What follows belongs to an exercise in optimizing a design on an open flow for small area; a production flow would make more cautious choices.
In this exercise RTL edits were held to simulation tests only and were not proved equivalent to the original.
No driver is modelled on the clock port, so clocking that relies on it looks cheaper here than on a real chip.
Power and IR drop assume default switching activity.

### flow/design.v
module mux_4x1
    #(parameter bits_num = 32)(
    input clk,
    input [bits_num - 1:0] in1,
    input [bits_num - 1:0] in2,
    input [bits_num - 1:0] in3,
    input [bits_num - 1:0] in4,
    input [3:0] ld,
    input hm,
    output reg [bits_num - 1:0] out
    );
    always @(posedge clk)
        out <= ({bits_num{ld[0]}} & in1) | ({bits_num{ld[1]}} & in2) |
               ({bits_num{ld[2]}} & in3) | ({bits_num{ld[3]}} & in4) |
               ({bits_num{hm}} & out);
endmodule
module SPI_Master
    #(parameter mode = 2'b00,bits_num = 32)(
    input clk,
    input reset,
    input tx_start,
    input [1:0] sel,
    output reg tx_end,
    output reg [3:0] ld,
    output [3:0] hd,
    output reg hm
    );
    reg run;
    reg [$clog2(bits_num):0] counts;
    wire feedback = counts[5] ^ counts[4] ^ (counts[4:0] == 5'b00000);
    wire last = run & (counts == 6'b100000);
    wire [3:0] ld_next = last ? (4'b0001 << sel) : 4'b0000;
    assign hd = {4{hm}} | ~(4'b0001 << sel);
    always @(posedge clk) begin
        if (tx_start)
            counts <= 'b0;
        else
            counts <= {counts[4:0], feedback};
    end
    always @(posedge clk, negedge reset) begin
        if (!reset) begin
            run <= 1'b0;
            tx_end <= 1'b0;
            ld <= 4'b0000;
            hm <= 1'b1;
        end
        else begin
            ld <= ld_next;
            hm <= ~last;
            if (tx_start) begin
                run <= 1'b1;
                tx_end <= 1'b0;
            end
            else if (run) begin
                if (counts == 6'b100000) begin
                    run <= 1'b0;
                    tx_end <= 1'b1;
                end
            end
        end
    end
endmodule
module SPI_Slave
    #(parameter bits_num = 32)(
    input clk,
    input reset,
    input ld,
    input hd,
    input [bits_num - 1:0] data_in,
    output reg [bits_num - 1:0] data_out
    );
    always @(posedge clk, negedge reset) begin
        if (!reset)
            data_out <= 'b0;
        else
            data_out <= ({bits_num{ld}} & data_in) | ({bits_num{hd}} & data_out);
    end
endmodule
module SPI_Top
    #(parameter mode = 2'b00,bits_num = 32)(
    input clk,
    input reset,
    input tx_start,
    input [1:0] sel,
    input [bits_num - 1:0] master_data_in,
    input [bits_num - 1:0] slave1_data_in,
    input [bits_num - 1:0] slave2_data_in,
    input [bits_num - 1:0] slave3_data_in,
    input [bits_num - 1:0] slave4_data_in,
    output tx_end,
    output [bits_num - 1:0] master_data_out,
    output [bits_num - 1:0] slave1_data_out,
    output [bits_num - 1:0] slave2_data_out,
    output [bits_num - 1:0] slave3_data_out,
    output [bits_num - 1:0] slave4_data_out
    );
    wire [3:0] ld, hd;
    wire hm;
    SPI_Master #(.mode(mode),.bits_num(bits_num)) master(
        .clk(clk),
        .reset(reset),
        .tx_start(tx_start),
        .sel(sel),
        .tx_end(tx_end),
        .ld(ld),
        .hd(hd),
        .hm(hm)
    );
    mux_4x1 #(.bits_num(bits_num)) mux(
        .clk(clk),
        .in1(slave1_data_in),
        .in2(slave2_data_in),
        .in3(slave3_data_in),
        .in4(slave4_data_in),
        .ld(ld),
        .hm(hm),
        .out(master_data_out)
    );
    SPI_Slave #(.bits_num(bits_num)) slave1(
        .clk(clk), .reset(reset), .ld(ld[0]), .hd(hd[0]),
        .data_in(master_data_in), .data_out(slave1_data_out));
    SPI_Slave #(.bits_num(bits_num)) slave2(
        .clk(clk), .reset(reset), .ld(ld[1]), .hd(hd[1]),
        .data_in(master_data_in), .data_out(slave2_data_out));
    SPI_Slave #(.bits_num(bits_num)) slave3(
        .clk(clk), .reset(reset), .ld(ld[2]), .hd(hd[2]),
        .data_in(master_data_in), .data_out(slave3_data_out));
    SPI_Slave #(.bits_num(bits_num)) slave4(
        .clk(clk), .reset(reset), .ld(ld[3]), .hd(hd[3]),
        .data_in(master_data_in), .data_out(slave4_data_out));
endmodule
### flow/flow/run.sh
#!/bin/bash
# The standard layout, with the port buffers made of the smallest buffer cell,
# a clock tree of clkbuf_4 without dummy loads, and the clock buffers whose
# flip-flops see too slow a clock edge upsized after CTS (flow/post_cts.tcl). Output goes to
# standard.log.
set -euo pipefail
export BUFFER_PORTS_ARGS="-buffer_cell sky130_fd_sc_hd__buf_1"
export CTS_ARGS="-sink_clustering_enable -repair_clock_nets -dont_use_dummy_load -buf_list sky130_fd_sc_hd__clkbuf_4"
export POST_CTS_TCL="$PWD/flow/post_cts.tcl"
bash standard.sh > standard.log 2>&1
### flow/flow/post_cts.tcl
# After CTS: upsize clock buffers from clkbuf_4 to clkbuf_8 until no
# flip-flop clock pin sees too slow an edge by the placement estimate.
# Each round re-estimates and upsizes the worst driver of flip-flop clock
# pins.
set limit 0.118
set n_up 0

proc pin_of {it} {
  return [get_pins "[[$it getInst] getName]/[[$it getMTerm] getName]"]
}

# worst slew over the input pins a clock buffer drives
proc worst_sink_slew {inst} {
  set worst 0
  foreach sink [[[$inst findITerm X] getNet] getITerms] {
    if {[$sink isOutputSignal]} continue
    set s [get_property [pin_of $sink] slew_max]
    if {$s > $worst} { set worst $s }
  }
  return $worst
}

for {set round 0} {$round < 40} {incr round} {
  estimate_parasitics -placement
  set worst 0
  set worst_inst ""
  foreach inst [[ord::get_db_block] getInsts] {
    if {[[$inst getMaster] getName] ne "sky130_fd_sc_hd__clkbuf_4"} continue
    set it [$inst findITerm X]
    if {$it eq "NULL"} continue
    set net [$it getNet]
    if {$net eq "NULL" || [$net getSigType] ne "CLOCK"} continue
    set has_ff 0
    foreach sink [$net getITerms] {
      if {![$sink isOutputSignal] && [[[$sink getInst] getMaster] isSequential]} { set has_ff 1 }
    }
    if {!$has_ff} continue
    set s [worst_sink_slew $inst]
    if {$s > $worst} { set worst $s; set worst_inst $inst }
  }
  if {$worst <= $limit} break
  set target $worst_inst
  puts "post_cts: worst flip-flop clock slew $worst ns under [$worst_inst getName]; upsize [$target getName]"
  replace_cell [get_cells [$target getName]] sky130_fd_sc_hd__clkbuf_8
  incr n_up
}
puts "post_cts: upsized $n_up clock buffers"
detailed_placement
check_placement -verbose
estimate_parasitics -placement
### flow/standard.sh
#!/bin/bash
# synth_recipe.tcl (not shown) runs the flow's synth.tcl, then flattens the netlist and writes it again
# the make line also repeats each setting of config.mk as NAME=value (left out here)
make -C /OpenROAD-flow-scripts/flow DESIGN_CONFIG=/design/flow/config.mk WORK_HOME=/design/flow/orfs CLKGATE_MAP_FILE= SYNTH_SCRIPT=/design/flow/synth_recipe.tcl "${@:-finish}"
### flow/config.mk
export PLATFORM = sky130hd
export DESIGN_NAME = SPI_Top
export DESIGN_NICKNAME = SPI_Top
export VERILOG_FILES = /design/flow/design.v
export SDC_FILE = /design/flow/constraint.sdc
export NUM_CORES = 4
export LEC_CHECK = 0
export CAP_MARGIN = 20
export CORE_MARGIN = 2
export CORE_UTILIZATION = 50
export SLEW_MARGIN = 20
### flow/constraint.sdc
create_clock -name core_clock -period 5.0 [get_ports {clk}]
set_input_delay 1.0000 -clock core_clock [delete_from_list [all_inputs] [get_ports {clk}]]
set_output_delay 1.0000 -clock core_clock [all_outputs]
set_load 0.01 [all_outputs]
==> run notes <==
* Area growth, synth to finish at 22.5%
* Slowest-stage cell, CP: dfstp_2
* RSZ-0062 raised after global routing: no
* First-pass GRT wire length at 29.1 mm
* Top cell type's share of synthesized area at between 50% and 60%
* # setup viols final at 0
* Die W at ~120 um
* Yosys cell types at 25
* Reg2Reg Depth at 3
* Cell Count Post-Placement at between 900 and 1k
* Core box area at 12500 sq um
* Static leakage at between 3 and 4 nW
* YS warnings at 3
* Layout fillers at around 1.1k
* DR vias at 5600
* Post-route setup TNS at 0 ns
* Area leader, netlist: dfrtp_1
* Share of layout cells above drive strength 1 at under 10%
* Slew Limit Fails at 0
* Seq/Total Area, Yosys at roughly two thirds
* Most numerous cell in the Yosys netlist: dfrtp_1
* Non-Filler Instances at 946
* Clock Sinks at approximately 170
* Reg2reg end: slave1.data_out[31]
* Crit Path Class: flip-flop to flip-flop
* Post-synth EDFFs at 0
* RD Place Congestion at approximately 0.89
* Setup crit end kind: flip-flop
* Starting Density at approximately 50%
* Slew @ Worst Pin at around 0.82 ns
* Min Tclk post-route at roughly 2.2 ns
* Synthesized flop and latch total at around 170
* Critical Path Fanout Max at 36
* Crit start category: flip-flop
* CP endpoint: slave1.data_out[31]
* Max stage delay on crit path at between 0.9 and 1 ns
* Antenna violations before repair at 1
* Outcome: finished clean
* Post-DRT Antenna Nets at 0
* Synth Instances at 470
* Mapped Nets at approximately 640
* Top Ports at between 300 and 400
* Max Clock Freq at approximately 0.46 GHz
* Worst path cell trace: or3_1, buf_4, a22o_1
* Mean post-synth cell area at 13.5 sq um
* CP required at roughly 5.5 ns
* Arrival time worst endpoint at about 2.6 ns
* Row cnt at just over 40
* Core Util, Final at between 60% and 70%
* Largest net degree at the start of global routing at 65
* PnR worst setup slack at between 2 and 3 ns
* # nets final at 941
* Pwr dens at between 300 and 400 nW/um^2
* Hold Vio Cnt, Final at 0
* RR Startpoint: master.hm
* Port Buffer Count at about 330
* Hpwl dp at ~14 mm
* Drt first pass iters at 10
* Dpl ws at 2.53 ns
* Hold Path Class: primary input to async pin
* IR drop worst, VDD at 0.000162 V
* Slew margin rel. at about 45%
* DRT iter0 DRCs at ~670
* Clk pin slew, worst setup/hold paths at 0.12 ns
* GRT overflow at 0
* Vias in the first global route at 5229
* CTS tree: yes
* Drt drc at 0
* Worst skew pair latency at approximately 0.55 ns
* Clk_skew at between 0.03 and 0.04 ns
* Gr usage total at between 20% and 30%
* Die Ht at 117 um
* Period utilisation layout at between 40 and 50%
* Max Cap Viol at 0
* R2R Setup Slk at ~2.8 ns
* Most frequent cells after synthesis: dfrtp_1, a22o_1, dfxtp_1, nand2_1
* Crit. Startpoint: master.hm
* Prevailing post-synth register cell: dfrtp_1
* Final WL at 20.1 mm
* Die area at between 10000 and 15000 sq um
* Post-Syn Area at around 6400 sq um
* Synth top area cells: dfrtp_1, a22o_1, dfxtp_1, a222oi_1, a22oi_1
* Vias per cell at 5.92
* Wire length per cell at 21.3 um
* Asr flop ratio synth at between 70 and 80%
-- placed cells by master, fill, tap and decap left out, types with 2 or more instances in the layout --
cell type | netlist | routed
or3b_1 | 2 | 2
dfrtp_1 | 134 | 130
clkbuf_8 | 0 | 8
a222oi_1 | 32 | 32
nor2_1 | 2 | 2
buf_1 | 9 | 324
dfrtp_2 | 0 | 3
a22oi_1 | 32 | 32
nor3b_1 | 3 | 3
dfxtp_1 | 38 | 38
nor3_1 | 2 | 2
clkbuf_4 | 0 | 10
a22o_1 | 128 | 128
inv_1 | 2 | 2
nand2_1 | 34 | 34
buf_4 | 0 | 9
nor2b_1 | 4 | 4
-- report_power, final --
part	switching, mW	total, mW	internal [mW]
clock	0.410	0.633	0.223
combinational	0.277	0.485	0.208
sequential	0.107	1.67	1.56
total	0.794	2.79	1.99
-- layout make-up --
cell class / instances / area [sq um] / share of cell area [%]
repair buffers: 334 / 1290 / 16.6
well taps: 172 / 215 / 2.76
multi-input cells: 247 / 1950 / 25.1
diodes: 1 / 2.50 / 0.0321
clock buffers: 17 / 178 / 2.28
flip-flops and latches: 173 / 4150 / 53.2
inverters: 2 / 7.51 / 0.0963
-- sequential cells by signal, summed over array words and instances, names as in the netlist --
register         count
slave1.data_out     32
mux.out             32
slave4.data_out     32
master.run           1
master.hm            1
slave3.data_out     32
master.counts        6
master.ld            4
slave2.data_out     32
master.tx_end        1
-- layer usage --
metal	GRT usage, %	vias up	part of all wire (%)
met2	43.9	305	48
met1	39.7	2816	42
met4	8.71	0	2.1
met5	0	-	0
li1	-	2452	-
met3	7.57	27	7.9
-- stage by stage --
step,total power [mW],instance area [sq um],hold WS [ns]
finish,2.79,7800,0.435
detailed placement,2.18,7620,0.466
floorplan,1.91,6360,0.447
global route,2.94,7800,0.421
global placement,2.17,7610,0.459
-- how the worst min path moves through the flow --
stage / cells after the start / to / startpoint
finish: 1 / slave3.data_out[13] / reset
global route: 1 / slave3.data_out[10] / reset
detailed placement: 1 / master.run / master.run
global placement: 1 / master.run / master.run
floorplan: 2 / master.counts[5] / master.counts[4]
-- kinds of logic after synthesis --
kind of cell | after synthesis | share of synthesized area, %
AND/OR/NAND/NOR | 51 | 3.77
AO/OA/AOI/OAI | 195 | 26.7
buffers and inverters | 50 | 4.25
adder cells (fa/ha/maj) | 1 | 0.197
flip-flops | 173 | 65.0
-- worst max-delay path, delay by kind of cell (launching register included) --
family                 cells  cell delay [ns]
AOI/OAI and AO/OA          1             0.17
and+or+nand+nor            1             0.60
DFF                        1             0.98
buffers and inverters      1             0.34

what the ideal ports hide:
The flow's constraints put no driver on any port. The routed layout listed below was extracted and timed again, unchanged, in two steps. Step 1: set_driving_cell puts a clkbuf_16 on clk and a buf_2 on each other input, an assumption about the parent block. Step 2, shift: input delay + t, output delay - t, t = (earliest + latest rising clock arrival at the registers) / 2. This alone moves slack from input paths to output paths. Slacks: ideal ports / drivers / drivers and shift; pairs: ideal ports / drivers.
t, ns: 0.567
slack for setup (ns): 2.829 / 2.829 / 2.496
hold WS [ns]: 0.435 / 0.428 / 0.480
worst setup path at the end: input to register
worst slew at a driven data input, ns: 0.06
After both steps this run still meets setup and hold. The setup slack of this run moves by 0.000 ns with the drivers and by -0.333 ns with both steps.
